This is an optimization exercise on Yosys and OpenROAD, whose aim is small area, a short achievable clock period and few clock cycles per item, not a production implementation.
Function was checked by simulation only, so behaviour that the tests miss may differ from the original.

[flow/run.sh]
#!/bin/bash
# synth_recipe.tcl (not shown) runs the flow's synth.tcl, then flattens the netlist and writes it again
# the make line also repeats each setting of config.mk as NAME=value (left out here)
make -C /OpenROAD-flow-scripts/flow DESIGN_CONFIG=/design/flow/config.mk WORK_HOME=/design/flow/orfs CLKGATE_MAP_FILE= SYNTH_SCRIPT=/design/flow/synth_recipe.tcl finish
[flow/config.mk]
export PLATFORM = sky130hd
export DESIGN_NAME = median_pipe
export DESIGN_NICKNAME = median_pipe
export VERILOG_FILES = /design/flow/design.v
export SDC_FILE = /design/flow/constraint.sdc
export NUM_CORES = 4
export LEC_CHECK = 0
export CAP_MARGIN = 20
export CORE_MARGIN = 2
export CORE_UTILIZATION = 40
export PLACE_DENSITY = 0.6
export SLEW_MARGIN = 20
[flow/constraint.sdc]
create_clock -name core_clock -period 15.5 [get_ports {clk}]
set_input_delay 3.1000 -clock core_clock [delete_from_list [all_inputs] [get_ports {clk}]]
set_output_delay 3.1000 -clock core_clock [all_outputs]
set_load 0.01 [all_outputs]
[flow/design.v]
module median
(
    arr, med
);
    input [71:0] arr;
    output [7:0] med;
    wire [7:0] row1 [2:0];
    wire [7:0] row2 [2:0];
    wire [7:0] row3 [2:0];
    assign row1[0] = arr[7:0];
    assign row1[1] = arr[15:8];
    assign row1[2] = arr[23:16];
    assign row2[0] = arr[31:24];
    assign row2[1] = arr[39:32];
    assign row2[2] = arr[47:40];
    assign row3[0] = arr[55:48];
    assign row3[1] = arr[63:56];
    assign row3[2] = arr[71:64];
    wire [7:0] f_subs [8:0];
    wire f_sels [8:0];
    wire [7:0] f_high [2:0];
    wire [7:0] f_med  [2:0];
    wire [7:0] f_low  [2:0];
    assign f_sels[0] = row1[0] > row1[1];
	assign f_subs[0] = (f_sels[0]) ? row1[0] : row1[1];
    assign f_subs[1] = (~f_sels[0]) ? row1[0] : row1[1];
    assign f_sels[1] = f_subs[1] > row1[2]; 
	assign f_subs[2] = (f_sels[1]) ? f_subs[1] : row1[2];
    assign f_low[0] = (~f_sels[1]) ? f_subs[1] : row1[2]; 
    assign f_sels[2] = f_subs[0] > f_subs[2]; 
	assign f_high[0] = (f_sels[2]) ? f_subs[0] : f_subs[2];
    assign f_med[0]  = (~f_sels[2]) ? f_subs[0] : f_subs[2];
    assign f_sels[3] = row2[0] > row2[1];
	assign f_subs[3] = (f_sels[3]) ? row2[0] : row2[1];
    assign f_subs[4] = (~f_sels[3]) ? row2[0] : row2[1];
    assign f_sels[4] = f_subs[4] > row2[2]; 
	assign f_subs[5] = (f_sels[4]) ? f_subs[4] : row2[2];
    assign f_low[1] = (~f_sels[4]) ? f_subs[4] : row2[2]; 
    assign f_sels[5] = f_subs[3] > f_subs[5]; 
	assign f_high[1] = (f_sels[5]) ? f_subs[3] : f_subs[5];
    assign f_med[1]  = (~f_sels[5]) ? f_subs[3] : f_subs[5];
    assign f_sels[6] = row3[0] > row3[1];
	assign f_subs[6] = (f_sels[6]) ? row3[0] : row3[1];
    assign f_subs[7] = (~f_sels[6]) ? row3[0] : row3[1];
    assign f_sels[7] = f_subs[7] > row3[2]; 
	assign f_subs[8] = (f_sels[7]) ? f_subs[7] : row3[2];
    assign f_low[2] = (~f_sels[7]) ? f_subs[7] : row3[2]; 
    assign f_sels[8] = f_subs[6] > f_subs[8]; 
	assign f_high[2] = (f_sels[8]) ? f_subs[6] : f_subs[8];
    assign f_med[2]  = (~f_sels[8]) ? f_subs[6] : f_subs[8];
    wire [7:0] s_subs [4:0];
    wire s_sels [6:0];
    wire [7:0] s_high;
    wire [7:0] s_med;
    wire [7:0] s_low;
    assign s_sels[0] = f_high[0] > f_high[1];
    assign s_subs[0] = s_sels[0] ? f_high[1] : f_high[0];
    assign s_sels[1] = s_subs[0] > f_high[2];
    assign s_high = s_sels[1] ? f_high[2] : s_subs[0];
    assign s_sels[2] = f_med[0] > f_med[1];
    assign s_subs[1] = (s_sels[2]) ? f_med[0] : f_med[1];
    assign s_subs[2] = (~s_sels[2]) ? f_med[0] : f_med[1];
    assign s_sels[3] = s_subs[2] > f_med[2];
    assign s_subs[3] = s_sels[3] ? s_subs[2] : f_med[2];
    assign s_sels[4] = s_subs[1] > s_subs[3];
    assign s_med = s_sels[4] ? s_subs[3] : s_subs[1];
    assign s_sels[5] = f_low[0] > f_low[1];
    assign s_subs[4] = s_sels[5] ? f_low[0] : f_low[1];
    assign s_sels[6] = s_subs[4] > f_low[2];
    assign s_low = s_sels[6] ? s_subs[4] : f_low[2];
    wire [7:0] t_subs [2:0];
    wire t_sels [2:0];
    assign t_sels[0] = s_high > s_med;
    assign t_subs[0] = (t_sels[0]) ? s_high : s_med;
    assign t_subs[1] = (~t_sels[0]) ? s_high : s_med;
    assign t_sels[1] = t_subs[1] > s_low;
    assign t_subs[2] = t_sels[1] ? t_subs[1] : s_low;
    assign t_sels[2] = t_subs[0] > t_subs[2];
    assign med = t_sels[2] ? t_subs[2] : t_subs[0];
endmodule
module median_pipe
(
    input         clk,
    input         rst,
    input         in_valid,
    input  [71:0] in_win,
    output        out_valid,
    output [7:0]  out_med
);
    reg        v1, v2;
    reg [71:0] win_q;
    reg [7:0]  med_q;
    wire [7:0] med_w;
    median u_median (.arr(win_q), .med(med_w));
    always @(posedge clk) begin
        if (rst) begin
            v1 <= 1'b0;
            v2 <= 1'b0;
        end else begin
            v1 <= in_valid;
            v2 <= v1;
        end
    end
    always @(posedge clk) begin
        win_q <= in_win;
        med_q <= med_w;
    end
    assign out_valid = v2;
    assign out_med   = med_q;
endmodule
==> metrics.md <==
| Metric | Value |
|---|---|
| Outcome | `complete, no violations` |
| Clk buf depth | `2` |
| Xor/xnor share of the synthesized area | `0.402%` |
| Min-Delay Endpoint | `v2` |
| Die area | `23000 um2` |
| Clock root buffer | `clkbuf_16` |
| Ratio of cells with drive above 1 in the final layout | `14.0%` |
| Number of global-route vias before repair | `7439` |
| Nets@finish | `1433` |
| Worst r2r src | `win_q[33]` |
| DP HPWL | `19200 um` |
| Worst min-delay path class | `flip-flop to flip-flop` |
| Pin count of the biggest net entering global routing | `28` |
| Fin crit period | `14420 ps` |
| Io pins | `84` |
| Worst path required time | `15740 ps` |
| Syn Area/Cell | `7.92 um2` |
| Register area | `1640 um2` |
| Max FO, Critical Path | `10` |
| Initial antenna violation count | `0` |
| Htree depth | `3` |
| Ant. Diodes | `0` |
| Crit-path max cell delay | `440 ps` |
| Port bufs | `83` |
| Horiz. Die Dim | `152 um` |
| CP arrival | `14660 ps` |
| Most frequent cell after synthesis | `ha_1` |
| Critical path's slowest cell | `or3b_4` |
| Height of the die | `152 um` |
| Reg2Reg Depth | `86` |
| Met1 WL | `11200 um` |
| Fillers | `2131` |
| Cell accounting for the most synthesized area | `ha_1` |
| Post-Syn Instances | `1101` |
| Fin. max-slew vios | `0` |
| Hold Crit Start | `v1` |
| Top cells by instance count after synthesis | `ha_1, inv_1, a21oi_1` |
| Setup violators final | `0` |
| Row cnt | `54` |
| Worst skew pair latency | `350 ps` |
| Worst hold path depth | `1` |
| Number of synthesis warnings | `2` |
| Routed WL | `22900 um` |
| Post-synthesis compound-gate area fraction | `23.4%` |
| Yosys top cell area share | `21.1%` |
| Post-synth EDFFs | `0` |
| Sequential area share after synthesis | `18.8%` |
| Cell area after synthesis | `8720 um2` |
| Area grow syn2layout | `21.6%` |
| CTS tree | `built` |
| RePlAce Congestion | `0.874` |
| DR WL met3 | `728 um` |
| Largest cells by area after synthesis | `ha_1, dfxtp_1, mux2i_1, a21oi_1, inv_1` |
| Synth async-reset ratio | `0%` |
| Clk sink count | `82` |
| Via count | `7932` |
| DR WL/cell | `15.3 um` |
| Max layer used | `met4` |
| Worst slew pin tran | `997 ps` |
| Ratio of final minimum period to clock period | `93.0%` |
| Initial core utilization | `40.3%` |
| Fmax | `0.0693 GHz` |
| Routed wl met2 | `10500 um` |
| Layout Skew | `10.3 ps` |
| Total of max-cap violations | `0` |
| Flop2flop setup slack | `1080 ps` |
| Worst setup SP type | `flip-flop` |
| Critical Path Start | `win_q[33]` |
| Remaining antenna violation count after routing | `0` |
| Global Route Usage Sum | `20.2%` |
| Area of the core | `21600 um2` |
| Fin util | `49.1%` |
| Adder-Cell Fraction of Synth Area | `21.1%` |
| Yosys cell types | `82` |
| Worst setup EP type | `flip-flop` |
| Setup TNS Final | `0 ps` |
| Clock buffer count from CTS | `9` |
| Main combinational cell family by area after synthesis | `compound AO/OA/AOI/OAI gates` |
| Synth Area in Simple Gates | `16.5%` |
| DRT Pass-1 Iters | `5` |
| Mux contribution to synthesized area | `13.0%` |
| Post-cts hold buffer count | `0` |
| Hold WS | `442 ps` |
| Reg clk slew, reported paths | `70 ps` |
| Multi-input logic area | `6680 um2` |
| Slew margin rel. | `33.5%` |
| Post-route DRC violation count | `0` |
| Grt total ovfl | `0` |
| Via density | `5.31` |
| Syn nets | `1323` |
| Final Hold Fails | `0` |
| Global-route wire length before repair | `36700 um` |
| WS Path Type | `flip-flop to flip-flop` |
| Reg2reg end | `med_q[6]` |
| DRT iter0 DRCs | `361` |
| Flops & latches, synth | `82` |
| Main synth FF type | `dfxtp_1` |
## sequential cells by signal, summed over array words and instances (netlist names)
register and flops:
v1 1, v2 1, win_q 72, med_q 8
## how the worst max path moves through the flow
stage                          end  depth (start not counted)
after global placement    med_q[6]                         82
final                     med_q[6]                         86
after floorplan           med_q[6]                         92
after global routing      med_q[6]                         86
after CTS                 med_q[1]                         81
after detailed placement  med_q[6]                         78
## logic make-up after synthesis
group	after synthesis
AO/OA/AOI/OAI	312
XOR/XNOR	4
adder cells (fa/ha/maj)	147
buffers and inverters	153
flip-flops	82
multiplexers	108
AND/OR/NAND/NOR	295
## cell usage in the layout, fill, tap and decap left out, drive strengths merged, types with 3 or more instances in the layout
master           n
o22ai            7
inv            121
a22oi            4
a21boi           3
clkbuf           9
nor2            77
and3            10
a211oi           3
or4              3
nor2b           24
mux2i           71
o21bai           5
nor3            21
o21a            24
a21o            21
o41ai            3
nand2b          12
o211ai           5
and2             3
or3              3
buf             46
clkinv           3
o211a            5
o21ai          100
nand3           33
xnor2            3
a21oi          101
or2              7
a31oi            5
nand4           14
nand2           83
clkdlybuf4s50   83
ha             147
dfxtp           82
mux2            37
## area by class of cell
class | count | share of cell area [%]
inverter | 121 | 4.28
clock buffer | 9 | 2.12
timing repair buffer | 129 | 11.2
multi-input combinational | 868 | 63.0
clock inverter | 6 | 0.637
sequential | 82 | 15.5
tap | 280 | 3.30
## metrics by stage
stage	cells	setup slack (ps)	cell area (um2)
6_report	1495	1080	10600
2_1_floorplan	1101	61.6	8750
3_5_place_dp	1473	116	10100
3_3_place_gp	1473	396	10100
4_1_cts	1488	46.3	10400
5_1_grt	1495	-59.8	10600
## layer usage
| metal | global-route usage [%] | vias to the layer above |
|---|---|---|
| met3 | 3.08 | 18 |
| li1 | - | 4178 |
| met2 | 33.5 | 127 |
| met4 | 6.34 | 0 |
| met5 | 0 | - |
| met1 | 27.0 | 3609 |
## critical path: cells and delay by family, from the launching register on
family,cells,cell delay [ps]
AO/OA/AOI/OAI,47,7180
adder cells (fa/ha/maj),9,2570
buffers and inverters,7,930
flip-flops,1,400
multiplexers,1,370
AND/OR/NAND/NOR,22,2870
## timing repair
action,CTS,global route
gates resized for setup,0,56
endpoints found under the setup margin,0,8
buffers inserted,0,5
Testbench counts, summed over its fixed seeds: cycles 8,208, items 8,192.

what the ideal ports hide:
The flow's constraints put no driver on any port. The routed layout listed below was extracted and timed again, unchanged, in two steps.
Step 1, drivers: a clkbuf_16 drives clk and a buf_2 each remaining input, both assumed.
Step 2 adds t to the input delays and takes it off the output delays; t is the mean of the earliest and latest rising clock arrival at the registers after step 1. Input paths then give back, and output paths get back, about the clock's delay inside the block.
a / b / c = ideal ports / drivers / drivers and shift; a / b = the first two.
t (ns): 0.395
slack for setup (ns): 1.080 / 1.080 / 1.080
slew at the worst register clock pin (ns): 0.07 / 0.07
After both steps this run still meets setup and hold. The setup slack of this run moves by 0.000 ns with the drivers and by 0.000 ns with both steps.
